This design comes from an exercise in tuning for small area, a short achievable clock period and few clock cycles on the open sky130 flow, not from production work. Where RTL was checked, it was by simulation tests only, not by an equivalence proof against the original. For runs 3 to 7, only the layout was checked, not whether the RTL still works. Power figures rest on the tool's default switching activity, not on a simulated workload.

File: flow/run.sh
#!/bin/bash
# synth_recipe.tcl (not shown) runs the flow's synth.tcl, then flattens the netlist and writes it again
# the make line also repeats each setting of config.mk as NAME=value (left out here)
make -C /OpenROAD-flow-scripts/flow DESIGN_CONFIG=/design/flow/config.mk WORK_HOME=/design/flow/orfs CLKGATE_MAP_FILE= SYNTH_SCRIPT=/design/flow/synth_recipe.tcl finish
File: flow/config.mk
export PLATFORM = sky130hd
export DESIGN_NAME = interpolation
export DESIGN_NICKNAME = interpolation
export VERILOG_FILES = /design/flow/design.v
export SDC_FILE = /design/flow/constraint.sdc
export NUM_CORES = 4
export LEC_CHECK = 0
export CAP_MARGIN = 20
export CORE_MARGIN = 2
export CORE_UTILIZATION = 40
export SLEW_MARGIN = 20
File: flow/constraint.sdc
create_clock -name core_clock -period 32.0 [get_ports {clk}]
set_input_delay 6.4000 -clock core_clock [delete_from_list [all_inputs] [get_ports {clk}]]
set_output_delay 6.4000 -clock core_clock [all_outputs]
set_load 0.01 [all_outputs]
File: flow/design.v
module interpolation (
    input           clk,
    input           RST,
    input           START,
    input   [5:0]   H0,
    input   [5:0]   V0,
    input   [3:0]   SW,
    input   [3:0]   SH,
    output          REN,
    input   [7:0]   R_DATA,
    output  [11:0]  ADDR,
    output  [7:0]   O_DATA,
    output          O_VALID
);
assign REN = 1'b0;
reg [5:0] h0;
reg [3:0] sw, sh;            
reg [5:0] rrow;              
reg [3:0] ryf;               
reg [3:0] rc;                
reg       rsub;              
reg [11:0] addr;
reg        a_vld, a_bot;     
reg [3:0]  a_yr;
reg        r_top, r_last;    
reg [7:0] T, B;
reg [3:0] c_yr;
reg       cfull;
reg [7:0] N;
reg       nv;
reg [1:0] cnt;               
reg        active, loaded;
reg [4:0]  oj, oi;
reg [3:0]  xq;                
reg [7:0]  vl, vu;
reg [7:0]  odata;
reg        ovalid;
assign ADDR = addr;
assign O_DATA = odata;
assign O_VALID = ovalid;
function [7:0] lerp;
    input [7:0] a, b;
    input [3:0] r;
    reg [11:0] s;
    begin
        s = {4'd0, a}
          + {4'd0, r[0] ? b : a}
          + {3'd0, r[1] ? b : a, 1'b0}
          + {2'd0, r[2] ? b : a, 2'b0}
          + {1'd0, r[3] ? b : a, 3'b0};
        lerp = s[11:4];
    end
endfunction
wire [7:0] vcol = lerp(T, B, c_yr);
wire       row_end = (oj == 5'd16);
wire [4:0] xdif = {1'b0, xq} - {1'b0, sw};
wire       pop_next = row_end | xdif[4];
wire       avail = nv | cfull;
wire       produce = active & loaded;
wire       want = active & (~loaded | (pop_next & ~(row_end & (oi == 5'd16))));
wire       take = want & avail;
wire [7:0] src = nv ? N : vcol;
wire       issue = rsub | (cnt != 2'd2) | take;
wire       col_done = rsub | (ryf == 4'd0);
wire [4:0] ysum = {1'b0, ryf} + {1'b0, sh};
always @(posedge clk) begin
    addr <= {rrow + {5'd0, rsub}, h0 + {2'd0, rc}};
    a_yr <= ryf;
    a_bot <= rsub;
    odata <= lerp(vu, vl, xq);
    if (r_top)
        T <= R_DATA;
    if (r_last)
        B <= R_DATA;
    if (a_vld & a_bot)
        c_yr <= a_yr;
    if (take) begin
        vl <= vu;
        vu <= src;
    end
    if (nv ? take : ~take)
        N <= vcol;
    if (START) begin
        h0 <= H0;
        sw <= SW - 4'd1;
        sh <= SH - 4'd1;
    end
end
always @(posedge clk) begin
    if (START) begin
        rrow <= V0;
        ryf <= 4'd0;
        rc <= 4'd0;
        rsub <= 1'b0;
        a_vld <= 1'b0;
        r_top <= 1'b0;
        r_last <= 1'b0;
        cfull <= 1'b0;
        nv <= 1'b0;
        cnt <= 2'd0;
        active <= 1'b1;
        loaded <= 1'b0;
        oj <= 5'd0;
        oi <= 5'd0;
        xq <= 4'd0;
        ovalid <= 1'b0;
    end else begin
        a_vld <= issue;
        r_top <= a_vld & ~a_bot;
        r_last <= a_vld & (a_bot | (a_yr == 4'd0));
        if (issue) begin
            if (col_done) begin
                rsub <= 1'b0;
                if (rc == sw) begin
                    rc <= 4'd0;
                    ryf <= ysum[3:0];
                    rrow <= rrow + {5'd0, ysum[4]};
                end else begin
                    rc <= rc + 4'd1;
                end
            end else begin
                rsub <= 1'b1;
            end
        end
        cnt <= cnt + {1'b0, issue & ~rsub} - {1'b0, take};
        if (take)
            nv <= nv & cfull;
        else if (cfull)
            nv <= 1'b1;
        cfull <= r_last | (cfull & nv & ~take);
        ovalid <= produce;
        if (produce) begin
            if (row_end) begin
                oj <= 5'd0;
                xq <= 4'd0;
                oi <= oi + 5'd1;
                if (oi == 5'd16)
                    active <= 1'b0;
            end else begin
                oj <= oj + 5'd1;
                xq <= xdif[3:0];
            end
            loaded <= ~pop_next | take;
        end else if (take) begin
            loaded <= 1'b1;
        end
        if (RST)
            active <= 1'b0;
    end
end
endmodule
==> results of run 1 <==
-- power breakdown --
part	leakage, nW	internal [mW]	switching [mW]
clock	0.286	0.114	0.0699
combinational	2.21	0.232	0.252
sequential	1.09	0.223	0.0238
-- cell families (layout without fill, tap and decap cells) --
family | count (synthesis) | count (layout) | synth area share (%)
and+or+nand+nor | 133 | 133 | 9.66
DFF | 122 | 122 | 42.0
buffers and inverters | 113 | 175 | 6.06
adders and majority gates | 94 | 94 | 20.6
AOI/OAI and AO/OA | 87 | 87 | 7.51
muxes | 64 | 64 | 9.03
xor gates and xnor gates | 43 | 43 | 5.13
other | 1 | 1 | 0.0510
-- layout by cell type (no fill, tap or decap), types with 21 or more instances in the layout --
cell type / n
nand2_1: 33
xor2_1: 22
o21ai_0: 23
ha_1: 49
fa_1: 45
clkdlybuf4s50_1: 50
a21oi_1: 23
edfxtp_1: 64
mux2i_1: 46
nor2_1: 28
xnor2_1: 21
inv_1: 92
dfxtp_1: 58
-- metrics by stage --
step	hold WS (ns)	total power, mW	cells
after floorplan	0.363	0.632	657
after global placement	0.384	0.728	916
after detailed placement	0.389	0.740	916
after CTS	0.397	0.931	948
after global routing	0.411	1.02	948
final	0.396	0.915	948
-- per-layer routing --
layer  track usage (%)  share of wire [%]
met1              16.5                 45
met2              24.1                 51
met3              2.75                2.3
met4              5.64                1.9
met5                 0                  0
-- registers in the layout, summed over array words and instances, names as in the netlist, 6 cells and up --
name / count
odata: 8
addr: 12
N: 8
rrow: 6
vu: 8
B: 8
T: 8
h0: 6
vl: 8
-- final timing paths --
path | endpoint | slack, ns
max | ADDR[5] | 24.34
min | a_yr[3]$_DFF_P_ | 0.40
min reg2reg | a_yr[3]$_DFF_P_ | 0.40
max reg2reg | vu[5]$_DFFE_PP_ | 27.45
-- final cells by class --
type                       instances  share of cell area, %
multi-input combinational        422                   44.3
sequential                       122                   35.8
clock buffer                      23                   6.04
timing repair buffer              51                   5.89
inverter                          92                   4.01
tap                              229                   3.32
clock inverter                     9                  0.682
==> flow_metrics.env, run 1 <==
export IMPL_setup_viol=0
export IMPL_clock_root_buffer="clkbuf_16"
export IMPL_path_depth=1
export IMPL_crit_family="buffers and inverters"
export IMPL_preCtsSetupSlack_ns=24.02
export IMPL_syn_area_um2=7350
export IMPL_coreArea_um2=18000
export IMPL_final_area_um2=8620
export IMPL_leakage_nw=3.58
export IMPL_worstMarginPinSlew_ns=0.769
export IMPL_first_global_vias=4983
export IMPL_antenna_found_initial=0
export IMPL_clk_latency_ns=0.41
export IMPL_nNetsFinal=831
export IMPL_synthTopCellsByCount="92 x inv_1, 64 x edfxtp_1, 58 x dfxtp_1"
export IMPL_maxCapViolations=0
export IMPL_yosys_area_top_type_share_pct=26.2
export IMPL_path_max_fanout=1
export IMPL_multi_input_area_um2=3820
export IMPL_synth_seq_cells=122
export IMPL_wl_per_cell_um=13.2
export IMPL_cts_hold_buf=0
export IMPL_row_count=49
export IMPL_placed_cell_area_um2=8040
export IMPL_fmax_mhz=131
export IMPL_die_w_um=140
export IMPL_antenna_cells=0
export IMPL_detail_route_iter0_violations=215
export IMPL_end_kind="primary output"
export IMPL_totalWireLength_um=12600
export IMPL_viasPerCell=4.93
export IMPL_skew_ns=0.00531
export IMPL_yosysTopAreaCell="edfxtp_1"
export IMPL_yosysMostFrequentCell="inv_1"
export IMPL_synth_nets=782
export IMPL_slew_headroom_pct=48.7
export IMPL_nFillCells=1613
export IMPL_yosys_most_used_dff="edfxtp_1"
export IMPL_hold_path_class="register to register"
export IMPL_drt_first_pass_iters=4
export IMPL_grt_use_total_pct=13.7
export IMPL_finish_utilization_pct=48.0
export IMPL_clkSinkCount=122
export IMPL_arrival_ns=1.26
export IMPL_ys_warnings_count=1
export IMPL_crit_chain="clkdlybuf4s50_1"
export IMPL_post_cts_buffers=0
export IMPL_critical_path_max_stage_delay_ns=0.54
export IMPL_initial_core_util_pct=40.9
export IMPL_crit_type="register to primary output"
export IMPL_hpwlAfterDp_um=9370
export IMPL_cpMaxStageDelayCell="clkdlybuf4s50_1"
export IMPL_pin_count=53
export IMPL_drc_errors=0
export IMPL_layout_setup_ws_ns=24.34
export IMPL_power_density_nw_per_um2=106
export IMPL_rr_startpoint="c_yr[0]$_DFFE_PP_"
export IMPL_rsz0062_at_grt="no"
export IMPL_globalplace_congestion=0.829
export IMPL_dr_total_vias=4675
export IMPL_grt_max_degree=60
export IMPL_ys_seq_area_share_pct=42.0
export IMPL_fin_crit_sh_pct=23.9
export IMPL_seqCellArea_um2=3080
export IMPL_synth_edff_count=64
export IMPL_ys_top_cells_by_area="edfxtp_1 26%, dfxtp_1 16%, fa_1 12%"
export IMPL_period_needed_ns=7.66
export IMPL_start_kind="register"
export IMPL_cts_buffer_depth=2
export IMPL_ir_worst_vdd_uv=68.5
export IMPL_path_clk_slew_ns=0.05
export IMPL_ys_types=60
export IMPL_min_path_cells=0
export IMPL_syn2layout_area_growth_pct=17.3
export IMPL_outcome="finished clean"
export IMPL_gr_total_overflow=0
export IMPL_synthArstFlopShare_pct=0
export IMPL_avgSynthCellArea_um2=11.2
export IMPL_hold_viol_final=0
export IMPL_tns_ns=0
export IMPL_dieHeight_um=140
export IMPL_cts_htree_levels=4
export IMPL_synthCells=657
export IMPL_r2r_cells=14
export IMPL_hold_start="ryf[3]$_SDFFE_PP0P_"
export IMPL_cts_tree="yes"
export IMPL_cp_required_ns=25.60
export IMPL_dieArea_um2=19500
export IMPL_numCtsBuffers=17
export IMPL_grt_pass1_wl_um=22100
export IMPL_cts_resized=0
export IMPL_worstPathBufferInverterCount=1
export IMPL_layout_drive_gt1_share_pct=8.07
export IMPL_port_buffers=51
export IMPL_postRouteAntennaNets=0
export IMPL_cp_startpoint="addr[5]$_DFF_P_"
export IMPL_maxSlewViolCount=0
Testbench counts, summed over its fixed seeds: cycles 87,218.
==> inputs of run 2 (changes only) <==
==> flow/flow/run.sh (new file) <==
#!/bin/bash
# Standard ORFS flow; the port buffers are buf_2 cells instead of the
# default choice. Each tool's output is logged by ORFS under orfs/logs/;
# the make output goes to flow_make.log here.
set -euo pipefail
export BUFFER_PORTS_ARGS="-buffer_cell sky130_fd_sc_hd__buf_2"
bash standard.sh > flow_make.log 2>&1
==> flow/standard.sh (new file) <==
#!/bin/bash
# synth_recipe.tcl (not shown) runs the flow's synth.tcl, then flattens the netlist and writes it again
# the make line also repeats each setting of config.mk as NAME=value (left out here)
make -C /OpenROAD-flow-scripts/flow DESIGN_CONFIG=/design/flow/config.mk WORK_HOME=/design/flow/orfs CLKGATE_MAP_FILE= SYNTH_SCRIPT=/design/flow/synth_recipe.tcl "${@:-finish}"
removed: flow/run.sh
==> run 2 against run 1 <==
  * Largest cell class unchanged
  * Synthesized area stayed put
  * Global-route usage is 0.082 points lower
  * Highest routed layer unchanged
  * Synthesized cell count stayed put
  * Still clean on timing, DRC and antenna
  * Largest power group unchanged
==> flow_metrics.env, run 2 <==
export IMPL_avgSynthCellArea_um2=11.2
export IMPL_layout_setup_ws_ns=24.74
export IMPL_met1_usage_pct=16.3
export IMPL_ir_worst_vdd_uv=68.1
export IMPL_ys_types=60
export IMPL_grt_pass1_wl_um=21800
export IMPL_crit_chain="buf_2"
export IMPL_critical_path_max_stage_delay_ns=0.32
export IMPL_r2r_cells=14
export IMPL_antenna_cells=0
export IMPL_power_density_nw_per_um2=109
export IMPL_preCtsSetupSlack_ns=24.01
export IMPL_synth_top_family_by_area="adder cells"
export IMPL_clock_root_buffer="clkbuf_16"
export IMPL_antenna_found_initial=0
export IMPL_cts_hold_buf=0
export IMPL_syn2layout_area_growth_pct=14.4
export IMPL_synth_seq_cells=122
export IMPL_period_needed_ns=7.26
export IMPL_ys_top_cells_by_area="edfxtp_1 26%, dfxtp_1 16%, fa_1 12%"
export IMPL_yosys_most_used_dff="edfxtp_1"
export IMPL_final_area_um2=8400
export IMPL_hold_path_class="register to register"
export IMPL_path_clk_slew_ns=0.05
export IMPL_synthCells=657
export IMPL_cpMaxStageDelayCell="dfxtp_1"
export IMPL_muxShareOfSynthArea_pct=9.03
export IMPL_start_kind="register"
export IMPL_grt_use_met3_pct=3.75
export IMPL_clkSinkCount=122
export IMPL_end_kind="primary output"
export IMPL_wl_per_cell_um=13.2
export IMPL_first_global_vias=4908
export IMPL_cts_buffer_depth=2
export IMPL_maxSlewViolCount=0
export IMPL_slew_headroom_pct=49.4
export IMPL_crit_type="register to primary output"
export IMPL_totalWireLength_um=12500
export IMPL_viasPerCell=4.96
export IMPL_clk_latency_ns=0.41
export IMPL_placed_cell_area_um2=7790
export IMPL_nNetsFinal=831
export IMPL_initial_core_util_pct=40.9
export IMPL_synth_edff_count=64
export IMPL_leakage_nw=3.60
export IMPL_setup_viol=0
export IMPL_coreArea_um2=18000
export IMPL_top_register="addr"
export IMPL_row_count=49
export IMPL_drt_first_pass_iters=4
export IMPL_rsz0062_at_grt="no"
export IMPL_synth_nets=782
export IMPL_ys_seq_area_share_pct=42.0
export IMPL_timing_hold_ws_ns=0.394
export IMPL_worstPathBufferInverterCount=1
export IMPL_place_inst=916
export IMPL_fmax_mhz=138
export IMPL_globalplace_congestion=0.818
export IMPL_synth_xor_area_share_pct=5.13
export IMPL_min_path_cells=0
export IMPL_yosys_area_share_adder_pct=20.6
export IMPL_hold_viol_final=0
export IMPL_cp_required_ns=25.60
export IMPL_grt_max_degree=60
export IMPL_top_usage_layer="met2"
export IMPL_nFillCells=1660
export IMPL_path_depth=1
export IMPL_layout_common_cells="92 x inv_1, 64 x edfxtp_1, 58 x dfxtp_1, 50 x buf_2, 49 x ha_1"
export IMPL_dieArea_um2=19500
export IMPL_crit_family="flip-flops"
export IMPL_ys_warnings_count=1
export IMPL_grt_use_total_pct=13.6
export IMPL_skew_ns=0.00764
export IMPL_path_max_fanout=1
export IMPL_drc_errors=0
export IMPL_cts_resized=0
export IMPL_cts_tree="yes"
export IMPL_detail_route_iter0_violations=222
export IMPL_outcome="finished clean"
export IMPL_cts_htree_levels=4
export IMPL_yosys_area_share_simple_pct=9.66
export IMPL_gr_total_overflow=0
export IMPL_dieHeight_um=140
export IMPL_worstMarginPinSlew_ns=0.759
export IMPL_layout_drive_gt1_share_pct=14.6
export IMPL_pin_count=53
export IMPL_yosysMostFrequentCell="inv_1"
export IMPL_grtUsageMet2_pct=23.5
export IMPL_hpwlAfterDp_um=9380
export IMPL_post_cts_buffers=0
export IMPL_dr_total_vias=4698
export IMPL_synth_compound_area_share_pct=7.51
export IMPL_fin_crit_sh_pct=22.7
export IMPL_tns_ns=0
export IMPL_syn_area_um2=7350
export IMPL_synthArstFlopShare_pct=0
export IMPL_maxCapViolations=0
export IMPL_arrival_ns=0.86
export IMPL_largest_reg_flops=12
export IMPL_numCtsBuffers=17
export IMPL_final_common_cell="inv_1"
export IMPL_yosys_area_top_type_share_pct=26.2
export IMPL_synthTopCellsByCount="92 x inv_1, 64 x edfxtp_1, 58 x dfxtp_1"
export IMPL_die_w_um=140
export IMPL_postRouteAntennaNets=0
export IMPL_port_buffers=51
export IMPL_yosysTopAreaCell="edfxtp_1"
export IMPL_fin_cells=948
run 2: cell count changes in the layout (fill, tap and decap cells not counted), sizes merged:
cell and change:
buf +50, inv -1, clkdlybuf4s50 -50, clkinv +2, bufinv +3, clkinvlp -1, clkbuf -3
run 2: logic make-up (layout without fill, tap and decap cells):
logic type | Yosys count | in the layout
AOI/OAI and AO/OA | 87 | 87
xor gates and xnor gates | 43 | 43
adders and majority gates | 94 | 94
buffers and inverters | 113 | 175
DFF | 122 | 122
muxes | 64 | 64
other | 1 | 1
and+or+nand+nor | 133 | 133
run 2: per-layer routing:
| layer | up-vias | wire [µm] |
|---|---|---|
| li1 | 2348 | - |
| met1 | 2284 | 5720 |
| met2 | 53 | 6310 |
| met3 | 13 | 317 |
| met4 | 0 | 172 |
| met5 | - | 0 |
run 2: cell type report:
cell class	instances	area, µm²	share of cell area (%)
timing repair buffer	51	258	3.07
clock inverter	12	145	1.73
tap	229	287	3.41
multi-input combinational	422	3820	45.4
sequential	122	3080	36.7
clock buffer	20	468	5.57
inverter	92	345	4.11
run 2: path summary, 6_finish.rpt:
| kind | start | end | slack, ns |
|---|---|---|---|
| max | addr[1]$_DFF_P_ | ADDR[1] | 24.74 |
| min | ryf[2]$_SDFFE_PP0P_ | a_yr[2]$_DFF_P_ | 0.39 |
| min reg2reg | ryf[2]$_SDFFE_PP0P_ | a_yr[2]$_DFF_P_ | 0.39 |
| max reg2reg | c_yr[0]$_DFFE_PP_ | vu[5]$_DFFE_PP_ | 27.52 |
run 2: per-stage QoR:
stage	power [mW]	utilization, %
6_report	0.920	46.8
5_1_grt	1.01	46.8
4_1_cts	0.935	46.8
3_5_place_dp	0.731	43.4
3_3_place_gp	0.716	43.4
2_1_floorplan	0.632	-
run 2: where the power goes:
group / leakage, nW / switching (mW) / internal [mW] / total (mW)
logic: 2.21 / 0.256 / 0.221 / 0.477
clock network: 0.298 / 0.0679 / 0.128 / 0.196
registers: 1.09 / 0.0236 / 0.223 / 0.247
==> inputs of run 3 (changes only) <==
--- a/flow/design.v
+++ b/flow/design.v
@@ -30,7 +30,7 @@
 reg       nv;
 reg [1:0] cnt;               
 reg        active, loaded;
-reg [4:0]  oj, oi;
+reg [4:0]  oj, oi;            
 reg [3:0]  xq;                
 reg [7:0]  vl, vu;
 reg [7:0]  odata;
@@ -52,12 +52,12 @@
     end
 endfunction
 wire [7:0] vcol = lerp(T, B, c_yr);
-wire       row_end = (oj == 5'd16);
+wire       row_end = (oj == 5'b11000);
 wire [4:0] xdif = {1'b0, xq} - {1'b0, sw};
 wire       pop_next = row_end | xdif[4];
 wire       avail = nv | cfull;
 wire       produce = active & loaded;
-wire       want = active & (~loaded | (pop_next & ~(row_end & (oi == 5'd16))));
+wire       want = active & (~loaded | (pop_next & ~(row_end & (oi == 5'b11000))));
 wire       take = want & avail;
 wire [7:0] src = nv ? N : vcol;
 wire       issue = rsub | (cnt != 2'd2) | take;
@@ -100,8 +100,8 @@
         cnt <= 2'd0;
         active <= 1'b1;
         loaded <= 1'b0;
-        oj <= 5'd0;
-        oi <= 5'd0;
+        oj <= 5'd1;
+        oi <= 5'd1;
         xq <= 4'd0;
         ovalid <= 1'b0;
     end else begin
@@ -131,13 +131,13 @@
         ovalid <= produce;
         if (produce) begin
             if (row_end) begin
-                oj <= 5'd0;
+                oj <= 5'd1;
                 xq <= 4'd0;
-                oi <= oi + 5'd1;
-                if (oi == 5'd16)
+                oi <= {oi[3:0], oi[4] ^ oi[2]};
+                if (oi == 5'b11000)
                     active <= 1'b0;
             end else begin
-                oj <= oj + 5'd1;
+                oj <= {oj[3:0], oj[4] ^ oj[2]};
                 xq <= xdif[3:0];
             end
             loaded <= ~pop_next | take;
==> flow/flow/run.sh (replaced) <==
#!/bin/bash
# Standard ORFS flow with buf_2 port buffers and a clock tree built from
# clkbuf_8 cells with larger sink clusters. The make output goes to
# flow_make.log here; ORFS logs each tool under orfs/logs/.
set -euo pipefail
export BUFFER_PORTS_ARGS="-buffer_cell sky130_fd_sc_hd__buf_2"
export CTS_ARGS="-sink_clustering_enable -repair_clock_nets -sink_clustering_size 40 -sink_clustering_max_diameter 300 -sink_clustering_levels 1 -buf_list sky130_fd_sc_hd__clkbuf_16"
bash standard.sh > flow_make.log 2>&1
==> run 3 against run 2 <==
  * Still clean on timing, DRC and antenna
  * Sequential power hardly changed
  * Routed wire length decreased by 2.6%
  * Hold slack improved by 0.036 ns
  * Register-to-register slack got worse by 0.15 ns
  * Synthesized area decreased by 2.9%
  * Via count down 4.3%
  * Non-clock buffer count up 1
  * Clock power down 7%
  * Cell area fell by 2.7%
  * Cell count shrank 3.1%
  * Largest cell class unchanged
==> flow_metrics.env, run 3 <==
export IMPL_synthCells=628
export IMPL_detail_route_iter0_violations=202
export IMPL_row_count=48
export IMPL_dr_total_vias=4494
export IMPL_hold_viol_final=0
export IMPL_crit_family="buffers and inverters"
export IMPL_drc_errors=0
export IMPL_totalWireLength_um=12200
export IMPL_setup_viol=0
export IMPL_cp_required_ns=32.07
export IMPL_fmax_mhz=133
export IMPL_synth_edff_count=64
export IMPL_cts_tree="yes"
export IMPL_drt_first_pass_iters=4
export IMPL_dieArea_um2=18900
export IMPL_syn_area_um2=7130
export IMPL_wl_per_cell_um=13.3
export IMPL_yosysMostFrequentCell="inv_1"
export IMPL_worstPathBufferInverterCount=1
export IMPL_finish_utilization_pct=47.1
export IMPL_synthTopCellsByCount="80 x inv_1, 64 x edfxtp_1, 58 x dfxtp_1"
export IMPL_grt_max_degree=54
export IMPL_gr_total_overflow=0
export IMPL_globalplace_congestion=0.773
export IMPL_path_clk_slew_ns=0.06
export IMPL_dieHeight_um=138
export IMPL_synth_seq_cells=122
export IMPL_timing_hold_ws_ns=0.430
export IMPL_cts_resized=0
export IMPL_postRouteAntennaNets=0
export IMPL_path_max_fanout=53
export IMPL_ys_top_cells_by_area="edfxtp_1 27%, dfxtp_1 16%, fa_1 13%"
export IMPL_crit_type="input pin to register"
export IMPL_viasPerCell=4.89
export IMPL_antenna_cells=0
export IMPL_finalPower_uw=889
export IMPL_syn2layout_area_growth_pct=14.6
export IMPL_numCtsBuffers=17
export IMPL_muxShareOfSynthArea_pct=9.70
export IMPL_first_global_vias=4601
export IMPL_layout_common_cells="81 x inv_1, 64 x edfxtp_1, 58 x dfxtp_1, 51 x buf_2, 50 x mux2i_1"
export IMPL_hold_path_class="register to register"
export IMPL_cpMaxStageDelayCell="buf_2"
export IMPL_synth_compound_area_share_pct=7.61
export IMPL_period_needed_ns=7.54
export IMPL_nNetsFinal=802
export IMPL_leakage_nw=3.44
export IMPL_maxSlewViolCount=0
export IMPL_start_kind="input pin"
export IMPL_synth_xor_area_share_pct=5.16
export IMPL_skew_ns=0.00887
export IMPL_tns_ns=0
export IMPL_yosys_area_share_simple_pct=8.44
export IMPL_cts_htree_levels=4
export IMPL_yosys_most_used_dff="edfxtp_1"
export IMPL_power_density_nw_per_um2=109
export IMPL_synth_nets=749
export IMPL_die_w_um=138
export IMPL_fin_crit_sh_pct=23.5
export IMPL_worstMarginPinSlew_ns=0.972
export IMPL_top_register="addr"
export IMPL_placed_cell_area_um2=7600
export IMPL_grt_pass1_wl_um=20500
export IMPL_cts_hold_buf=0
export IMPL_synth_top_family_by_area="adder cells"
export IMPL_avgSynthCellArea_um2=11.4
export IMPL_critical_path_max_stage_delay_ns=0.71
export IMPL_ir_worst_vdd_uv=67.4
export IMPL_final_area_um2=8170
export IMPL_synthArstFlopShare_pct=0
export IMPL_layout_drive_gt1_share_pct=15.9
export IMPL_end_kind="register"
export IMPL_hpwlAfterDp_um=9160
export IMPL_crit_chain="buf_2 > or2_1"
export IMPL_outcome="finished clean"
export IMPL_maxCapViolations=0
export IMPL_ys_types=53
export IMPL_port_buffers=51
export IMPL_slew_headroom_pct=35.2
export IMPL_final_common_cell="inv_1"
export IMPL_pin_count=53
export IMPL_coreArea_um2=17400
export IMPL_clk_latency_ns=0.42
export IMPL_rsz0062_at_grt="no"
export IMPL_largest_reg_flops=12
export IMPL_cts_buffer_depth=2
export IMPL_yosys_area_top_type_share_pct=26.9
export IMPL_antenna_found_initial=0
export IMPL_initial_core_util_pct=41.1
export IMPL_post_cts_buffers=0
export IMPL_ys_warnings_count=1
export IMPL_arrival_ns=7.61
export IMPL_grt_use_total_pct=13.9
export IMPL_yosysTopAreaCell="edfxtp_1"
export IMPL_ys_seq_area_share_pct=43.2
export IMPL_clock_root_buffer="clkbuf_16"
export IMPL_yosys_area_share_adder_pct=20.5
export IMPL_clkSinkCount=122
## run 3: cell count changes in the layout (fill, tap and decap cells not counted), moves of 4 or more
cell	previous run	this run
ha_1	49	45
inv_1	92	81
mux2i_1	46	50
nand2_1	33	44
nor2_1	28	40
nor2b_1	10	4
nor3_1	15	6
o211ai_1	4	0
xnor2_1	21	29
xor2_1	22	13
## run 3: per-layer routing
layer | track usage (%) | up-vias | share of wire [%]
li1 | - | 2236 | -
met1 | 16.0 | 2188 | 43
met2 | 24.4 | 57 | 53
met3 | 4.23 | 13 | 3.2
met4 | 5.10 | 0 | 1.3
met5 | 0 | - | 0
## run 3: cells by family after synthesis
logic type                 Yosys count
AOI/OAI and AO/OA                   79
xor gates and xnor gates            42
adders and majority gates           90
buffers and inverters               99
DFF                                122
muxes                               67
other                                1
and+or+nand+nor                    128
## run 3: cell type report
type / instances / area, µm²
Sequential cell: 122 / 3080
Tap cell: 225 / 282
Inverter: 81 / 304
Timing Repair Buffer: 52 / 263
Clock inverter: 14 / 120
Fill cell: 1593 / 9180
Multi-Input combinational cell: 407 / 3670
Clock buffer: 18 / 450
## run 3: path summary, 6_finish.rpt
kind	slack, ns	depth (start not counted)	to	from
max	24.46	2	rrow[3]$_DFFE_PP_	START
min	0.43	0	a_yr[0]$_DFF_P_	ryf[0]$_SDFFE_PP0P_
max reg2reg	27.37	15	vu[7]$_DFFE_PP_	c_yr[0]$_DFFE_PP_
min reg2reg	0.43	0	a_yr[0]$_DFF_P_	ryf[0]$_SDFFE_PP0P_
## run 3: metrics by stage
stage | setup slack [ns] | cells
2_1_floorplan | 24.74 | 628
3_5_place_dp | 24.01 | 887
3_3_place_gp | 24.04 | 887
4_1_cts | 24.47 | 919
6_report | 24.46 | 919
5_1_grt | 24.36 | 919
## run 3: report_power, final
| part | switching, mW | leakage (nW) | internal (mW) |
|---|---|---|---|
| Combinational | 0.245 | 2.07 | 0.216 |
| Sequential | 0.0227 | 1.09 | 0.222 |
| Clock | 0.0717 | 0.279 | 0.111 |
| Total | 0.340 | 3.44 | 0.550 |
==> inputs of run 4 (changes only) <==
==> flow/flow/run.sh (replaced) <==
#!/bin/bash
# Standard ORFS flow with buf_2 port buffers and a clock tree built from
# clkbuf_8 cells with larger sink clusters. The make output goes to
# flow_make.log here; ORFS logs each tool under orfs/logs/.
set -euo pipefail
export BUFFER_PORTS_ARGS="-buffer_cell sky130_fd_sc_hd__buf_2"
export CTS_ARGS="-sink_clustering_enable -repair_clock_nets -sink_clustering_size 30 -sink_clustering_max_diameter 200 -buf_list sky130_fd_sc_hd__clkbuf_8"
bash standard.sh > flow_make.log 2>&1
==> run 4 against run 3 <==
  * Clock power fell by 23%
  * Global-route usage fell by 0.20 points
  * Non-clock buffer count did not move
  * Worst setup slack improved by 0.039 ns
  * Sequential power barely moved
  * Critical endpoint is now rrow[1]$_DFFE_PP_
  * Largest power group unchanged
  * Highest routed layer unchanged
==> flow_metrics.env, run 4 <==
export IMPL_outcome="finished clean"
export IMPL_dieArea_um2=18900
export IMPL_ys_top_cells_by_area="edfxtp_1 27%, dfxtp_1 16%, fa_1 13%"
export IMPL_postRouteAntennaNets=0
export IMPL_critical_path_max_stage_delay_ns=0.73
export IMPL_synth_nets=749
export IMPL_maxSlewViolCount=0
export IMPL_antenna_cells=0
export IMPL_drc_errors=0
export IMPL_hold_start="a_bot$_DFF_P_"
export IMPL_path_max_fanout=53
export IMPL_port_buffers=51
export IMPL_grt_max_degree=54
export IMPL_start_kind="input pin"
export IMPL_post_cts_buffers=0
export IMPL_rr_startpoint="c_yr[0]$_DFFE_PP_"
export IMPL_final_common_cell="inv_1"
export IMPL_worstPathBufferInverterCount=1
export IMPL_viasPerCell=4.88
export IMPL_synthTopCellsByCount="80 x inv_1, 64 x edfxtp_1, 58 x dfxtp_1"
export IMPL_cts_htree_levels=4
export IMPL_globalplace_congestion=0.773
export IMPL_nNetsFinal=802
export IMPL_power_density_nw_per_um2=106
export IMPL_pin_count=53
export IMPL_placed_cell_area_um2=7600
export IMPL_cts_resized=0
export IMPL_crit_type="input pin to register"
export IMPL_holdPathEnd="r_top$_SDFF_PP0_"
export IMPL_largest_reg_flops=12
export IMPL_path_clk_slew_ns=0.08
export IMPL_yosysMostFrequentCell="inv_1"
export IMPL_syn_area_um2=7130
export IMPL_cts_buffer_depth=2
export IMPL_hold_path_class="register to register"
export IMPL_r2r_slack_ns=27.38
export IMPL_clk_latency_ns=0.44
export IMPL_antenna_found_initial=0
export IMPL_gr_total_overflow=0
export IMPL_cts_tree="yes"
export IMPL_crit_chain="buf_2 > or2_1"
export IMPL_avgSynthCellArea_um2=11.4
export IMPL_ys_seq_area_share_pct=43.2
export IMPL_detail_route_iter0_violations=200
export IMPL_slew_headroom_pct=35.1
export IMPL_p_sw_uw=333
export IMPL_row_count=48
export IMPL_cts_hold_buf=0
export IMPL_arrival_ns=7.60
export IMPL_dr_total_vias=4486
export IMPL_numCtsBuffers=17
export IMPL_end_kind="register"
export IMPL_nFillCells=1617
export IMPL_synth_seq_cells=122
export IMPL_p_comb_share_pct=54.6
export IMPL_cp_required_ns=32.11
export IMPL_top_register="addr"
export IMPL_synthArstFlopShare_pct=0
export IMPL_power_frac_clock_pct=16.5
export IMPL_rsz0062_at_grt="no"
export IMPL_grt_pass1_wl_um=20200
export IMPL_wl_per_cell_um=13.2
export IMPL_fmax_mhz=133
export IMPL_skew_ns=0.0110
export IMPL_min_path_cells=1
export IMPL_switching_share_pct=39.4
export IMPL_ys_warnings_count=1
export IMPL_pwr_share_seq_pct=28.9
export IMPL_r2r_cells=15
export IMPL_fin_crit_sh_pct=23.4
export IMPL_yosysTopAreaCell="edfxtp_1"
export IMPL_clkSinkCount=122
export IMPL_syn2layout_area_growth_pct=12.2
export IMPL_coreArea_um2=17400
export IMPL_timing_hold_ws_ns=0.433
export IMPL_hold_viol_final=0
export IMPL_ys_types=53
export IMPL_first_global_vias=4590
export IMPL_tns_ns=0
export IMPL_path_depth=2
export IMPL_final_area_um2=8010
export IMPL_leakage_nw=3.37
export IMPL_layout_drive_gt1_share_pct=16.1
export IMPL_ir_worst_vdd_uv=67.5
export IMPL_synth_edff_count=64
export IMPL_layout_setup_ws_ns=24.50
export IMPL_yosys_most_used_dff="edfxtp_1"
export IMPL_clock_root_buffer="clkbuf_8"
export IMPL_drt_first_pass_iters=4
export IMPL_synthCells=628
export IMPL_worstMarginPinSlew_ns=0.973
export IMPL_die_w_um=138
export IMPL_r2r_end="vu[7]$_DFFE_PP_"
export IMPL_crit_family="buffers and inverters"
export IMPL_yosys_area_top_type_share_pct=26.9
export IMPL_cpMaxStageDelayCell="buf_2"
export IMPL_layout_common_cells="81 x inv_1, 64 x edfxtp_1, 58 x dfxtp_1, 51 x buf_2, 50 x mux2i_1"
export IMPL_dieHeight_um=138
export IMPL_initial_core_util_pct=41.1
export IMPL_p_int_uw=512
export IMPL_grt_use_total_pct=13.7
export IMPL_hpwlAfterDp_um=9160
export IMPL_maxCapViolations=0
export IMPL_totalWireLength_um=12100
export IMPL_setup_viol=0
export IMPL_period_needed_ns=7.50
export IMPL_preCtsSetupSlack_ns=24.01
==> run 4: worst max path at each step <==
stage / from / to / slack (ns)
floorplan: START / rrow[0]$_DFFE_PP_ / 24.74
global placement: START / rrow[2]$_DFFE_PP_ / 24.04
detailed placement: START / rrow[0]$_DFFE_PP_ / 24.01
CTS: START / rrow[5]$_DFFE_PP_ / 24.51
global route: START / rrow[1]$_DFFE_PP_ / 24.42
finish: START / rrow[1]$_DFFE_PP_ / 24.50
==> run 4: kinds of logic (layout without fill, tap and decap cells) <==
group                      Yosys count  in the layout  share of synthesized area, %
and+or+nand+nor                    128            128                          8.44
DFF                                122            122                          43.2
buffers and inverters               99            165                          5.31
adders and majority gates           90             90                          20.5
AOI/OAI and AO/OA                   79             79                          7.61
muxes                               67             67                          9.70
xor gates and xnor gates            42             42                          5.16
other                                1              1                        0.0526
==> run 4: final cells by class <==
| type | count | area, µm² | share of cell area [%] |
|---|---|---|---|
| timing repair buffer | 52 | 263 | 3.28 |
| multi-input combinational | 407 | 3670 | 45.9 |
| inverter | 81 | 304 | 3.80 |
| sequential | 122 | 3080 | 38.5 |
| tap | 225 | 282 | 3.52 |
| clock buffer | 19 | 262 | 3.27 |
| clock inverter | 13 | 143 | 1.78 |
==> run 4: per-layer routing <==
| metal | vias up | track usage [%] | share of wire (%) |
|---|---|---|---|
| li1 | 2237 | - | - |
| met1 | 2181 | 15.6 | 43 |
| met2 | 50 | 24.5 | 52 |
| met3 | 18 | 3.57 | 2.9 |
| met4 | 0 | 5.61 | 1.9 |
| met5 | - | 0 | 0 |
==> run 4: power groups by stage <==
stage	combinational, mW	clock (mW)	sequential, mW
floorplan	0.374	0	0.245
global placement	0.454	0	0.247
detailed placement	0.470	0	0.248
CTS	0.475	0.143	0.245
global route	0.533	0.151	0.248
finish	0.461	0.140	0.244
==> run 4: metrics by stage <==
step / cells / utilization [%] / power [mW]
2_1_floorplan: 628 / - / 0.619
3_3_place_gp: 887 / 43.8 / 0.701
3_5_place_dp: 887 / 43.8 / 0.718
4_1_cts: 919 / 46.1 / 0.862
5_1_grt: 919 / 46.1 / 0.931
6_report: 919 / 46.1 / 0.845
==> inputs of run 5 (changes only) <==
==> flow/flow/run.sh (replaced) <==
#!/bin/bash
# Standard ORFS flow with buf_2 port buffers and a clock tree of clkbuf_8
# cells. The make output goes to flow_make.log here; ORFS logs each tool
# under orfs/logs/.
set -euo pipefail
export BUFFER_PORTS_ARGS="-buffer_cell sky130_fd_sc_hd__buf_2"
export CTS_ARGS="-sink_clustering_enable -repair_clock_nets -buf_list sky130_fd_sc_hd__clkbuf_8"
bash standard.sh > flow_make.log 2>&1
--- a/flow/config.mk
+++ b/flow/config.mk
@@ -8,4 +8,4 @@
 export CAP_MARGIN = 20
 export CORE_MARGIN = 2
 export CORE_UTILIZATION = 40
-export SLEW_MARGIN = 20
+export SLEW_MARGIN = 60
==> run 5 against run 4 <==
  * Critical path depth down 1
  * Clock power up 11%
  * Count of clock-buffer cells in the layout down 1
  * Synthesized cell count unchanged
  * Highest routed layer unchanged
==> flow_metrics.env, run 5 <==
export IMPL_r2r_slack_ns=27.33
export IMPL_timing_hold_ws_ns=0.432
export IMPL_wl_per_cell_um=13.2
export IMPL_largest_reg_flops=12
export IMPL_post_cts_buffers=0
export IMPL_numCtsBuffers=17
export IMPL_pin_count=53
export IMPL_cts_htree_levels=4
export IMPL_path_max_fanout=1
export IMPL_clock_root_buffer="clkbuf_8"
export IMPL_gr_total_overflow=0
export IMPL_hpwlAfterDp_um=9170
export IMPL_end_kind="primary output"
export IMPL_grt_pass1_wl_um=20400
export IMPL_top_register="addr"
export IMPL_yosys_most_used_dff="edfxtp_1"
export IMPL_clk_latency_ns=0.45
export IMPL_r2r_cells=15
export IMPL_cpMaxStageDelayCell="dfxtp_1"
export IMPL_cts_buffer_depth=2
export IMPL_cts_resized=0
export IMPL_synth_seq_cells=122
export IMPL_clkSinkCount=122
export IMPL_drc_errors=0
export IMPL_nNetsFinal=802
export IMPL_fin_crit_sh_pct=23.0
export IMPL_syn2layout_area_growth_pct=13.2
export IMPL_port_buffers=51
export IMPL_outcome="finished clean"
export IMPL_antenna_found_initial=0
export IMPL_tns_ns=0
export IMPL_synthCells=628
export IMPL_yosysTopAreaCell="edfxtp_1"
export IMPL_start_kind="register"
export IMPL_maxCapViolations=0
export IMPL_row_count=48
export IMPL_cts_tree="yes"
export IMPL_critical_path_max_stage_delay_ns=0.36
export IMPL_ir_worst_vdd_uv=63.6
export IMPL_fmax_mhz=136
export IMPL_viasPerCell=4.89
export IMPL_grt_use_total_pct=13.8
export IMPL_detail_route_iter0_violations=180
export IMPL_yosysMostFrequentCell="inv_1"
export IMPL_layout_common_cells="80 x inv_1, 64 x edfxtp_1, 54 x dfxtp_1, 50 x mux2i_1, 50 x buf_2"
export IMPL_leakage_nw=3.39
export IMPL_period_needed_ns=7.36
export IMPL_ys_types=53
export IMPL_yosys_area_top_type_share_pct=26.9
export IMPL_crit_type="register to primary output"
export IMPL_layout_drive_gt1_share_pct=17.1
export IMPL_hold_path_class="register to register"
export IMPL_ys_top_cells_by_area="edfxtp_1 27%, dfxtp_1 16%, fa_1 13%"
export IMPL_die_w_um=138
export IMPL_cp_startpoint="ovalid$_SDFF_PP0_"
export IMPL_crit_family="flip-flops"
export IMPL_rr_startpoint="c_yr[1]$_DFFE_PP_"
export IMPL_path_clk_slew_ns=0.07
export IMPL_avgSynthCellArea_um2=11.4
export IMPL_worstPathBufferInverterCount=1
export IMPL_grt_max_degree=54
export IMPL_seqCellArea_um2=3090
export IMPL_multi_input_area_um2=3680
export IMPL_dieHeight_um=138
export IMPL_synth_edff_count=64
export IMPL_nFillCells=1589
export IMPL_dieArea_um2=18900
export IMPL_hold_viol_final=0
export IMPL_skew_ns=0.0152
export IMPL_cp_required_ns=25.60
export IMPL_coreArea_um2=17400
export IMPL_rsz0062_at_grt="no"
export IMPL_ys_warnings_count=1
export IMPL_synthArstFlopShare_pct=0
export IMPL_arrival_ns=0.96
export IMPL_totalWireLength_um=12100
export IMPL_drt_first_pass_iters=4
export IMPL_synth_nets=749
export IMPL_setup_viol=0
export IMPL_globalplace_congestion=0.773
export IMPL_cts_hold_buf=0
export IMPL_crit_chain="buf_2"
export IMPL_syn_area_um2=7130
export IMPL_worstMarginPinSlew_ns=0.504
export IMPL_final_common_cell="inv_1"
export IMPL_power_density_nw_per_um2=107
export IMPL_slew_headroom_pct=66.4
export IMPL_ys_seq_area_share_pct=43.2
export IMPL_r2r_end="vu[7]$_DFFE_PP_"
export IMPL_path_depth=1
export IMPL_postRouteAntennaNets=0
export IMPL_maxSlewViolCount=0
export IMPL_antenna_cells=0
export IMPL_cp_endpoint="O_VALID"
export IMPL_synthTopCellsByCount="80 x inv_1, 64 x edfxtp_1, 58 x dfxtp_1"
export IMPL_initial_core_util_pct=41.1
export IMPL_first_global_vias=4663
export IMPL_dr_total_vias=4494
## run 5: power breakdown
part	total [mW]	internal [mW]	leakage, nW	switching, mW
clock network	0.156	0.0889	0.228	0.0674
logic	0.461	0.216	2.07	0.244
registers	0.245	0.222	1.09	0.0231
total	0.862	0.527	3.39	0.335
## run 5: cells by family (layout without fill, tap and decap cells)
kind of cell / Yosys count / count (layout) / synth area share [%]
buf+inv: 99 / 165 / 5.31
other cells: 1 / 1 / 0.0526
compound gates: 79 / 79 / 7.61
xor+xnor: 42 / 42 / 5.16
fa+ha+maj: 90 / 90 / 20.5
simple gates: 128 / 128 / 8.44
flops: 122 / 122 / 43.2
mux: 67 / 67 / 9.70
## run 5: layout make-up
cell class	instances	share of cell area [%]
sequential	122	38.2
clock inverter	14	2.56
timing repair buffer	52	3.33
multi-input combinational	407	45.6
inverter	81	3.77
clock buffer	18	3.07
tap	225	3.49
## run 5: through the flow
step / total power [mW] / cells / setup slack [ns] / util (%) / cell area (µm²)
after floorplan: 0.619 / 628 / 24.74 / - / 7130
final: 0.862 / 919 / 24.64 / 46.5 / 8080
after global routing: 0.951 / 919 / 24.59 / 46.5 / 8080
after global placement: 0.701 / 887 / 24.04 / 43.8 / 7600
after CTS: 0.881 / 919 / 24.62 / 46.5 / 8060
after detailed placement: 0.718 / 887 / 24.31 / 43.8 / 7610
## run 5: how the worst min path moves through the flow
| stage | startpoint | to | slack, ns | cells past startpoint |
|---|---|---|---|---|
| 2_1_floorplan | rsub$_SDFFE_PP0P_ | a_bot$_DFF_P_ | 0.37 | 0 |
| 3_3_place_gp | a_yr[0]$_DFF_P_ | c_yr[0]$_DFFE_PP_ | 0.42 | 0 |
| 3_5_place_dp | ryf[0]$_SDFFE_PP0P_ | a_yr[0]$_DFF_P_ | 0.42 | 0 |
| 4_1_cts | ryf[0]$_SDFFE_PP0P_ | a_yr[0]$_DFF_P_ | 0.43 | 0 |
| 5_1_grt | ryf[0]$_SDFFE_PP0P_ | a_yr[0]$_DFF_P_ | 0.44 | 0 |
| 6_report | rsub$_SDFFE_PP0P_ | a_bot$_DFF_P_ | 0.43 | 0 |
## run 5: worst register-to-register path, cell delays in order, from the launching register on
cell and delay, ns:
edfxtp_1 0.64, mux2i_1 0.17, fa_1 0.50, inv_1 0.06
fa_1 0.54, inv_1 0.06, fa_1 0.47, nor4bb_1 0.42
nand2_1 0.12, fa_1 0.42, nor2b_1 0.18, o2111ai_1 0.17
a31oi_1 0.21, nor2_1 0.07, xnor2_1 0.14, mux2_2 0.27
## run 5: layer usage
layer	GRT usage, %	share of wire [%]
met5	0	0
met4	6.19	1.3
met3	3.46	3.0
met2	24.6	53
met1	15.6	43
==> inputs of run 6 (changes only) <==
--- a/flow/config.mk
+++ b/flow/config.mk
@@ -8,4 +8,4 @@
 export CAP_MARGIN = 20
 export CORE_MARGIN = 2
 export CORE_UTILIZATION = 40
-export SLEW_MARGIN = 60
+export SLEW_MARGIN = 75
==> run 6 against run 5 <==
  * Still clean on timing, DRC and antenna
  * Flip-flop and latch count did not move
  * Clock power down about 20%
  * Routed wire length decreased by 0.35%
  * Highest routed layer unchanged
==> flow_metrics.env, run 6 <==
export IMPL_switching_share_pct=40.5
export IMPL_wl_met3_um=300
export IMPL_port_buffers=51
export IMPL_largest_reg_flops=12
export IMPL_rsz0062_at_grt="no"
export IMPL_crit_family="flip-flops"
export IMPL_drc_errors=0
export IMPL_viasPerCell=4.90
export IMPL_row_count=48
export IMPL_cp_endpoint="O_VALID"
export IMPL_tns_ns=0
export IMPL_cpMaxStageDelayCell="dfxtp_1"
export IMPL_hold_viol_final=0
export IMPL_end_kind="primary output"
export IMPL_initial_core_util_pct=41.1
export IMPL_drt_first_pass_iters=4
export IMPL_totalWireLength_um=12100
export IMPL_dieArea_um2=18900
export IMPL_synthTopCellsByCount="80 x inv_1, 64 x edfxtp_1, 58 x dfxtp_1"
export IMPL_setup_viol=0
export IMPL_crit_chain="buf_2"
export IMPL_yosys_area_top_type_share_pct=26.9
export IMPL_yosys_area_share_adder_pct=20.5
export IMPL_globalplace_congestion=0.773
export IMPL_die_w_um=138
export IMPL_nNetsFinal=810
export IMPL_rr_startpoint="c_yr[0]$_DFFE_PP_"
export IMPL_grt_max_degree=54
export IMPL_grt_use_total_pct=13.7
export IMPL_cts_resized=0
export IMPL_highest_layer="met4"
export IMPL_cts_hold_buf=0
export IMPL_yosys_area_share_simple_pct=8.44
export IMPL_pwr_share_seq_pct=29.0
export IMPL_crit_type="register to primary output"
export IMPL_layout_common_cells="80 x inv_1, 64 x edfxtp_1, 56 x buf_2, 51 x dfxtp_1, 50 x mux2i_1"
export IMPL_synth_compound_area_share_pct=7.61
export IMPL_syn_area_um2=7130
export IMPL_r2r_slack_ns=27.36
export IMPL_critical_path_max_stage_delay_ns=0.37
export IMPL_power_frac_clock_pct=14.9
export IMPL_outcome="finished clean"
export IMPL_yosysTopAreaCell="edfxtp_1"
export IMPL_top_register="addr"
export IMPL_synth_seq_cells=122
export IMPL_path_clk_slew_ns=0.07
export IMPL_cts_htree_levels=4
export IMPL_hpwlAfterDp_um=9330
export IMPL_arrival_ns=0.96
export IMPL_clkSinkCount=122
export IMPL_synth_top_family_by_area="adder cells"
export IMPL_path_max_fanout=1
export IMPL_synth_nets=749
export IMPL_cts_buffer_depth=2
export IMPL_dr_total_vias=4543
export IMPL_ys_types=53
export IMPL_layout_drive_gt1_share_pct=19.4
export IMPL_r2r_end="vu[7]$_DFFE_PP_"
export IMPL_clock_root_buffer="clkbuf_8"
export IMPL_gr_total_overflow=0
export IMPL_post_cts_buffers=0
export IMPL_pin_count=53
export IMPL_r2r_cells=17
export IMPL_fmax_mhz=136
export IMPL_detail_route_iter0_violations=168
export IMPL_syn2layout_area_growth_pct=13.3
export IMPL_wl_met1_um=5270
export IMPL_avgSynthCellArea_um2=11.4
export IMPL_maxCapViolations=0
export IMPL_muxShareOfSynthArea_pct=9.70
export IMPL_p_int_uw=500
export IMPL_synthCells=628
export IMPL_p_sw_uw=340
export IMPL_dieHeight_um=138
export IMPL_postRouteAntennaNets=0
export IMPL_antenna_found_initial=0
export IMPL_synth_edff_count=64
export IMPL_clk_latency_ns=0.44
export IMPL_hold_path_class="register to register"
export IMPL_coreArea_um2=17400
export IMPL_antenna_cells=0
export IMPL_start_kind="register"
export IMPL_yosysMostFrequentCell="inv_1"
export IMPL_period_needed_ns=7.36
export IMPL_power_density_nw_per_um2=104
export IMPL_finalPower_uw=839
export IMPL_ir_worst_vdd_uv=73.5
export IMPL_synthArstFlopShare_pct=0
export IMPL_cp_startpoint="ovalid$_SDFF_PP0_"
export IMPL_numCtsBuffers=17
export IMPL_cts_tree="yes"
export IMPL_ys_warnings_count=1
export IMPL_first_global_vias=4600
export IMPL_synth_xor_area_share_pct=5.16
export IMPL_path_depth=1
export IMPL_ys_top_cells_by_area="edfxtp_1 27%, dfxtp_1 16%, fa_1 13%"
export IMPL_worstPathBufferInverterCount=1
export IMPL_grt_pass1_wl_um=20300
export IMPL_met2_length_um=6340
export IMPL_wl_per_cell_um=13.0
export IMPL_final_common_cell="inv_1"
export IMPL_ys_seq_area_share_pct=43.2
export IMPL_cp_required_ns=25.60
export IMPL_p_comb_share_pct=56.1
export IMPL_fin_crit_sh_pct=23.0
export IMPL_maxSlewViolCount=0
export IMPL_yosys_most_used_dff="edfxtp_1"
export IMPL_skew_ns=0.0115
export IMPL_leakage_nw=3.40
run 6: cell count changes in the layout (fill, tap and decap cells not counted), sizes merged:
cell	previous run	this run
bufinv	4	0
inv	88	87
buf	52	59
clkinv	2	5
clkinvlp	1	3
clkdlybuf4s18	0	1
run 6: logic make-up (layout without fill, tap and decap cells):
| logic type | after synthesis | count (layout) |
|---|---|---|
| AO/OA/AOI/OAI | 79 | 79 |
| adder cells (fa/ha/maj) | 90 | 90 |
| AND/OR/NAND/NOR | 128 | 128 |
| XOR/XNOR | 42 | 42 |
| buffers and inverters | 99 | 173 |
| flip-flops | 122 | 122 |
| multiplexers | 67 | 67 |
| other | 1 | 1 |
run 6: cell type report:
cell class	instances	area [µm²]
fill	1600	9270
tap	225	282
inverter	81	304
multi-input combinational	407	3730
clock inverter	14	114
sequential	122	3090
timing repair buffer	60	317
clock buffer	18	248
run 6: per-stage QoR:
| stage | util (%) | instances | hold slack (ns) | cell area (µm²) | setup WS (ns) |
|---|---|---|---|---|---|
| after global placement | 43.8 | 887 | 0.422 | 7600 | 24.04 |
| after floorplan | - | 628 | 0.368 | 7130 | 24.74 |
| after detailed placement | 44.4 | 895 | 0.417 | 7710 | 24.65 |
| after CTS | 46.5 | 927 | 0.430 | 8080 | 24.63 |
| final | 46.6 | 927 | 0.425 | 8090 | 24.64 |
| after global routing | 46.6 | 927 | 0.433 | 8090 | 24.60 |
run 6: power by group through the flow:
stage | clock (mW) | sequential (mW) | combinational (mW)
floorplan | 0 | 0.245 | 0.374
global placement | 0 | 0.247 | 0.454
detailed placement | 0 | 0.248 | 0.477
CTS | 0.128 | 0.244 | 0.482
global route | 0.136 | 0.248 | 0.545
finish | 0.125 | 0.244 | 0.471
run 6: how the worst min path moves through the flow:
stage,startpoint,end,slack (ns),depth (start not counted)
2_1_floorplan,rsub$_SDFFE_PP0P_,a_bot$_DFF_P_,0.37,0
3_3_place_gp,a_yr[0]$_DFF_P_,c_yr[0]$_DFFE_PP_,0.42,0
3_5_place_dp,a_bot$_DFF_P_,r_top$_SDFF_PP0_,0.42,1
4_1_cts,a_bot$_DFF_P_,r_top$_SDFF_PP0_,0.43,1
5_1_grt,rsub$_SDFFE_PP0P_,a_bot$_DFF_P_,0.43,0
6_report,rsub$_SDFFE_PP0P_,a_bot$_DFF_P_,0.42,0
run 6: per-layer routing:
metal | vias up | GRT usage (%)
met5 | - | 0
li1 | 2258 | -
met4 | 0 | 5.90
met1 | 2218 | 16.0
met3 | 13 | 2.91
met2 | 54 | 24.4
==> inputs of run 7 (changes only) <==
==> flow/flow/run.sh (replaced) <==
#!/bin/bash
# Standard ORFS flow with chosen port buffers: buf_4 on the inputs (placed
# by the pre-global-placement hook), buf_2 on the outputs, and a clock tree
# of clkbuf_8 cells. The make output goes to flow_make.log here; ORFS logs
# each tool under orfs/logs/.
set -euo pipefail
here=$(pwd)
export PRE_GLOBAL_PLACE_TCL=$here/flow/pre_gpl.tcl
export BUFFER_PORTS_ARGS="-outputs -buffer_cell sky130_fd_sc_hd__buf_2"
export CTS_ARGS="-sink_clustering_enable -repair_clock_nets -buf_list sky130_fd_sc_hd__clkbuf_8"
bash standard.sh > flow_make.log 2>&1
==> flow/flow/pre_gpl.tcl (new file) <==
buffer_ports -inputs -buffer_cell sky130_fd_sc_hd__buf_4
--- a/flow/config.mk
+++ b/flow/config.mk
@@ -8,4 +8,4 @@
 export CAP_MARGIN = 20
 export CORE_MARGIN = 2
 export CORE_UTILIZATION = 40
-export SLEW_MARGIN = 75
+export SLEW_MARGIN = 20
==> run 7 against run 6 <==
  * Still clean on timing, DRC and antenna
  * Register-to-register slack about the same
  * Via count decreased by 4.1%
  * First-iteration DRC count increased by 20%
  * Critical path depth unchanged
  * Global-route usage decreased by 0.18 points
  * Hold slack improved by 0.0057 ns
  * Count of clock-buffer cells in the layout unchanged
  * Die area unchanged
  * Clock skew decreased by 0.0022 ns
  * Largest cell class unchanged
==> flow_metrics.env, run 7 <==
export IMPL_pwr_share_seq_pct=29.0
export IMPL_die_w_um=138
export IMPL_layout_setup_ws_ns=24.69
export IMPL_layout_drive_gt1_share_pct=12.3
export IMPL_preCtsSetupSlack_ns=24.88
export IMPL_outcome="finished clean"
export IMPL_power_density_nw_per_um2=107
export IMPL_coreArea_um2=17400
export IMPL_switching_share_pct=39.6
export IMPL_cts_tree="yes"
export IMPL_slew_headroom_pct=48.8
export IMPL_cts_htree_levels=4
export IMPL_synthArstFlopShare_pct=0
export IMPL_globalplace_congestion=0.774
export IMPL_clkSinkCount=122
export IMPL_ys_top_cells_by_area="edfxtp_1 27%, dfxtp_1 16%, fa_1 13%"
export IMPL_tns_ns=0
export IMPL_port_buffers=51
export IMPL_totalWireLength_um=11600
export IMPL_synth_nets=749
export IMPL_top_register="addr"
export IMPL_end_kind="primary output"
export IMPL_ir_worst_vdd_uv=74.9
export IMPL_cpMaxStageDelayCell="dfxtp_1"
export IMPL_avgSynthCellArea_um2=11.4
export IMPL_crit_chain="buf_2"
export IMPL_largest_reg_flops=12
export IMPL_numCtsBuffers=17
export IMPL_cts_hold_buf=0
export IMPL_drc_errors=0
export IMPL_postRouteAntennaNets=0
export IMPL_arrival_ns=0.91
export IMPL_gr_total_overflow=0
export IMPL_synth_edff_count=64
export IMPL_first_global_vias=4578
export IMPL_ys_types=53
export IMPL_syn2layout_area_growth_pct=10.2
export IMPL_maxSlewViolCount=0
export IMPL_pin_count=53
export IMPL_start_kind="register"
export IMPL_initial_core_util_pct=41.1
export IMPL_clock_root_buffer="clkbuf_8"
export IMPL_critical_path_max_stage_delay_ns=0.33
export IMPL_dieHeight_um=138
export IMPL_path_max_fanout=1
export IMPL_worstMarginPinSlew_ns=0.768
export IMPL_fin_crit_sh_pct=22.8
export IMPL_cts_buffer_depth=2
export IMPL_yosys_area_top_type_share_pct=26.9
export IMPL_worstPathBufferInverterCount=1
export IMPL_grt_pass1_wl_um=19900
export IMPL_hold_viol_final=0
export IMPL_ys_seq_area_share_pct=43.2
export IMPL_synthCells=628
export IMPL_ys_warnings_count=1
export IMPL_grt_use_total_pct=13.6
export IMPL_synthTopCellsByCount="80 x inv_1, 64 x edfxtp_1, 58 x dfxtp_1"
export IMPL_drt_first_pass_iters=4
export IMPL_path_clk_slew_ns=0.08
export IMPL_cp_required_ns=25.60
export IMPL_syn_area_um2=7130
export IMPL_row_count=48
export IMPL_wl_per_cell_um=13.0
export IMPL_p_sw_uw=333
export IMPL_final_area_um2=7860
export IMPL_cts_resized=0
export IMPL_hpwlAfterDp_um=8960
export IMPL_clk_latency_ns=0.45
export IMPL_rsz0062_at_grt="no"
export IMPL_antenna_found_initial=0
export IMPL_yosysMostFrequentCell="inv_1"
export IMPL_maxCapViolations=0
export IMPL_p_int_uw=509
export IMPL_antenna_cells=0
export IMPL_yosysTopAreaCell="edfxtp_1"
export IMPL_dieArea_um2=18900
export IMPL_hold_path_class="register to register"
export IMPL_skew_ns=0.00923
export IMPL_crit_family="flip-flops"
export IMPL_period_needed_ns=7.31
export IMPL_fmax_mhz=137
export IMPL_p_comb_share_pct=54.4
export IMPL_crit_type="register to primary output"
export IMPL_detail_route_iter0_violations=202
export IMPL_power_frac_clock_pct=16.6
export IMPL_yosys_most_used_dff="edfxtp_1"
export IMPL_setup_viol=0
export IMPL_leakage_nw=3.25
export IMPL_dr_total_vias=4359
export IMPL_viasPerCell=4.90
export IMPL_placed_cell_area_um2=7450
export IMPL_layout_common_cells="81 x inv_1, 64 x edfxtp_1, 58 x dfxtp_1, 50 x mux2i_1"
export IMPL_nNetsFinal=772
export IMPL_synth_seq_cells=122
export IMPL_grt_max_degree=54
export IMPL_final_common_cell="inv_1"
export IMPL_post_cts_buffers=0
run 7: cell counts after synthesis:
No cell type changed its count.
run 7: path summary, 6_finish.rpt:
check / start / end / slack (ns) / cells past startpoint
min reg2reg: rsub$_SDFFE_PP0P_ / a_bot$_DFF_P_ / 0.43 / 0
max: addr[3]$_DFF_P_ / ADDR[3] / 24.69 / 1
min: rsub$_SDFFE_PP0P_ / a_bot$_DFF_P_ / 0.43 / 0
max reg2reg: c_yr[0]$_DFFE_PP_ / vu[7]$_DFFE_PP_ / 27.36 / 15
run 7: power by group through the flow:
stage                     Sequential (mW)  Combinational, mW  Clock, mW
after CTS                           0.245              0.470      0.144
after global placement              0.247              0.453          0
final                               0.244              0.458      0.140
after global routing                0.249              0.532      0.151
after floorplan                     0.245              0.374          0
after detailed placement            0.248              0.465          0
run 7: kinds of logic (layout without fill, tap and decap cells):
logic type | count (synthesis) | in the layout | share of synthesized area (%)
AOI/OAI and AO/OA | 79 | 79 | 7.61
buffers and inverters | 99 | 135 | 5.31
DFF | 122 | 122 | 43.2
adders and majority gates | 90 | 90 | 20.5
other | 1 | 1 | 0.0526
xor gates and xnor gates | 42 | 42 | 5.16
and+or+nand+nor | 128 | 128 | 8.44
muxes | 67 | 67 | 9.70
run 7: routing by layer:
metal / global-route usage [%] / wire [µm] / vias to the layer above
li1: - / - / 2185
met1: 15.4 / 5010 / 2106
met2: 24.1 / 6020 / 48
met3: 3.79 / 365 / 20
met4: 5.33 / 194 / 0
met5: 0 / 0 / -
run 7: final cells by class:
class	instances	area [µm²]
fill	1607	9500
multi-input combinational	407	3670
clock inverter	14	159
timing repair buffer	22	113
sequential	122	3080
inverter	81	304
tap	225	282
clock buffer	18	248
run 7: through the flow:
| stage | power, mW | util [%] | hold slack (ns) | instances |
|---|---|---|---|---|
| after global routing | 0.932 | 45.3 | 0.445 | 889 |
| after floorplan | 0.619 | - | 0.368 | 628 |
| final | 0.842 | 45.3 | 0.430 | 889 |
| after detailed placement | 0.714 | 42.9 | 0.416 | 857 |
| after global placement | 0.700 | 42.9 | 0.422 | 857 |
| after CTS | 0.858 | 45.3 | 0.431 | 889 |
==> inputs of run 8 (changes only) <==
--- a/flow/design.v
+++ b/flow/design.v
@@ -41,13 +41,18 @@
 function [7:0] lerp;
     input [7:0] a, b;
     input [3:0] r;
-    reg [11:0] s;
+    reg [11:0] x0, x1, x2, x3, x4, s1, c1, s2, c2, s;
     begin
-        s = {4'd0, a}
-          + {4'd0, r[0] ? b : a}
-          + {3'd0, r[1] ? b : a, 1'b0}
-          + {2'd0, r[2] ? b : a, 2'b0}
-          + {1'd0, r[3] ? b : a, 3'b0};
+        x0 = {4'd0, a};
+        x1 = {4'd0, r[0] ? b : a};
+        x2 = {3'd0, r[1] ? b : a, 1'b0};
+        x3 = {2'd0, r[2] ? b : a, 2'b0};
+        x4 = {1'd0, r[3] ? b : a, 3'b0};
+        s1 = x0 ^ x1 ^ x2;
+        c1 = ((x0 & x1) | (x0 & x2) | (x1 & x2)) << 1;
+        s2 = s1 ^ c1 ^ x3;
+        c2 = ((s1 & c1) | (s1 & x3) | (c1 & x3)) << 1;
+        s = s2 + c2 + x4;
         lerp = s[11:4];
     end
 endfunction
==> flow/flow/run.sh (replaced) <==
#!/bin/bash
# Standard ORFS flow with buf_2 port buffers and a clock tree of clkbuf_8
# cells. The make output goes to flow_make.log here; ORFS logs each tool
# under orfs/logs/.
set -euo pipefail
export BUFFER_PORTS_ARGS="-buffer_cell sky130_fd_sc_hd__buf_2"
export CTS_ARGS="-sink_clustering_enable -repair_clock_nets -buf_list sky130_fd_sc_hd__clkbuf_8"
bash standard.sh > flow_make.log 2>&1
--- a/flow/config.mk
+++ b/flow/config.mk
@@ -7,5 +7,5 @@
 export LEC_CHECK = 0
 export CAP_MARGIN = 20
 export CORE_MARGIN = 2
-export CORE_UTILIZATION = 40
-export SLEW_MARGIN = 20
+export CORE_UTILIZATION = 60
+export SLEW_MARGIN = 60
removed: flow/flow/pre_gpl.tcl
==> run 8 against run 7 <==
  * Combinational power is 12% lower
  * Hold slack worse by 0.0069 ns
  * Synthesized area is 2.5% lower
  * Clock skew hardly changed
  * Register-to-register slack better by 0.17 ns
  * Global-route usage is 6.3 points higher
  * Synthesized cell count is 2.9% lower
  * Critical endpoint is now ADDR[10]
  * Largest cell class unchanged
==> flow_metrics.env, run 8 <==
export IMPL_outcome="finished clean"
export IMPL_antenna_found_initial=0
export IMPL_viasPerCell=5.27
export IMPL_cts_hold_buf=0
export IMPL_skew_ns=0.00891
export IMPL_row_count=39
export IMPL_start_kind="register"
export IMPL_r2r_cells=15
export IMPL_dr_total_vias=4311
export IMPL_tns_ns=0
export IMPL_period_needed_ns=7.25
export IMPL_slew_headroom_pct=64.2
export IMPL_syn_area_um2=6960
export IMPL_yosys_most_used_dff="edfxtp_1"
export IMPL_drc_errors=0
export IMPL_dieArea_um2=12500
export IMPL_die_w_um=112
export IMPL_hpwlAfterDp_um=8420
export IMPL_synth_edff_count=64
export IMPL_path_max_fanout=1
export IMPL_ys_seq_area_share_pct=44.3
export IMPL_synth_seq_cells=122
export IMPL_yosysMostFrequentCell="inv_1"
export IMPL_power_frac_clock_pct=16.4
export IMPL_cts_tree="yes"
export IMPL_crit_type="register to primary output"
export IMPL_synth_nets=723
export IMPL_cts_resized=0
export IMPL_rsz0062_at_grt="no"
export IMPL_grt_use_total_pct=19.8
export IMPL_clock_root_buffer="clkbuf_8"
export IMPL_p_int_uw=480
export IMPL_crit_family="flip-flops"
export IMPL_r2r_slack_ns=27.53
export IMPL_final_common_cell="inv_1"
export IMPL_ys_types=55
export IMPL_synthTopCellsByCount="68 x inv_1, 64 x edfxtp_1, 58 x dfxtp_1"
export IMPL_finalPower_uw=768
export IMPL_cpMaxStageDelayCell="dfxtp_1"
export IMPL_synthCells=610
export IMPL_arrival_ns=0.85
export IMPL_maxSlewViolCount=0
export IMPL_nFillCells=886
export IMPL_r2r_end="vu[7]$_DFFE_PP_"
export IMPL_muxShareOfSynthArea_pct=8.81
export IMPL_ys_warnings_count=1
export IMPL_worstPathBufferInverterCount=1
export IMPL_grt_max_degree=54
export IMPL_globalplace_congestion=0.795
export IMPL_detail_route_iter0_violations=237
export IMPL_switching_share_pct=37.5
export IMPL_crit_chain="buf_2"
export IMPL_end_kind="primary output"
export IMPL_drt_first_pass_iters=4
export IMPL_synth_xor_area_share_pct=5.16
export IMPL_worstMarginPinSlew_ns=0.536
export IMPL_layout_drive_gt1_share_pct=16.7
export IMPL_yosys_area_top_type_share_pct=27.6
export IMPL_min_path_cells=0
export IMPL_hold_path_class="register to register"
export IMPL_syn2layout_area_growth_pct=10.9
export IMPL_clk_latency_ns=0.43
export IMPL_clkSinkCount=122
export IMPL_totalWireLength_um=11100
export IMPL_cp_required_ns=25.60
export IMPL_cts_buffer_depth=2
export IMPL_first_global_vias=4507
export IMPL_hold_viol_final=0
export IMPL_pwr_share_seq_pct=31.3
export IMPL_nNetsFinal=775
export IMPL_p_sw_uw=288
==> run 8: cell count changes after synthesis, sizes merged, moves of 4 or more <==
| cell | change |
|---|---|
| o21ai | +12 |
| nand2 | +6 |
| mux2i | -9 |
| nor2b | +4 |
| nor2 | -13 |
| inv | -13 |
| ha | -10 |
==> run 8: layout make-up <==
cell class	instances	area, µm²	share of cell area (%)
inverter	69	259	3.36
clock buffer	17	234	3.03
timing repair buffer	52	269	3.49
tap	143	179	2.32
sequential	122	3090	40.0
multi-input combinational	400	3560	46.1
clock inverter	15	134	1.73
==> run 8: worst reg2reg max path, cell delays in order, from the launching register on <==
cell	delay, ns
edfxtp_1	0.61
mux2_2	0.41
fa_1	0.49
inv_1	0.06
fa_1	0.42
inv_1	0.09
fa_1	0.42
nand4b_1	0.13
nor2_1	0.07
fa_1	0.40
a21o_1	0.18
a21oi_1	0.23
nor2b_1	0.10
o31a_1	0.27
o21ai_0	0.22
a31oi_1	0.11
==> run 8: kinds of logic (layout without fill, tap and decap cells) <==
logic type	after synthesis	count (layout)
compound gates	92	92
xor+xnor	41	41
fa+ha+maj	82	82
buf+inv	88	153
flops	122	122
mux	59	59
other cells	1	1
simple gates	125	125
==> run 8: worst max path at each step <==
stage | cells after the start | to | start
4_1_cts | 1 | ADDR[10] | addr[10]$_DFF_P_
5_1_grt | 1 | ADDR[8] | addr[8]$_DFF_P_
2_1_floorplan | 2 | rrow[0]$_DFFE_PP_ | START
3_5_place_dp | 2 | rrow[5]$_DFFE_PP_ | START
6_report | 1 | ADDR[10] | addr[10]$_DFF_P_
3_3_place_gp | 2 | rrow[5]$_DFFE_PP_ | START
==> run 8: layer usage <==
metal	up-vias	global-route usage [%]	routed length, µm
li1	2188	-	-
met1	2064	24.7	5180
met2	48	32.8	5440
met3	11	5.82	302
met4	0	7.90	161
met5	-	0	0
==> run 8: power by group through the flow <==
| stage | logic (mW) | registers, mW | clock network [mW] |
|---|---|---|---|
| final | 0.401 | 0.240 | 0.126 |
| after global routing | 0.468 | 0.245 | 0.137 |
| after detailed placement | 0.403 | 0.244 | 0 |
| after CTS | 0.406 | 0.240 | 0.130 |
| after global placement | 0.388 | 0.243 | 0 |
| after floorplan | 0.324 | 0.242 | 0 |
==> run 8: per-stage QoR <==
stage	util, %	instances	area, µm²	hold slack [ns]	worst slack, ns
after floorplan	-	610	6960	0.368	24.75
after global placement	64.4	786	7320	0.398	24.13
after detailed placement	64.4	786	7320	0.398	24.42
after CTS	67.7	818	7690	0.412	24.70
after global routing	67.9	818	7720	0.440	24.67
final	67.9	818	7720	0.423	24.75
Testbench counts of run 8, summed over its fixed seeds: cycles 87,218.

Check on run 8: ideal ports give 24.745 ns setup slack; a clkbuf_16 on the clock port and buf_2 on the inputs give 24.708 ns; moving port delays by the midpoint clock arrival (0.467 ns) as well gives 24.567 ns.
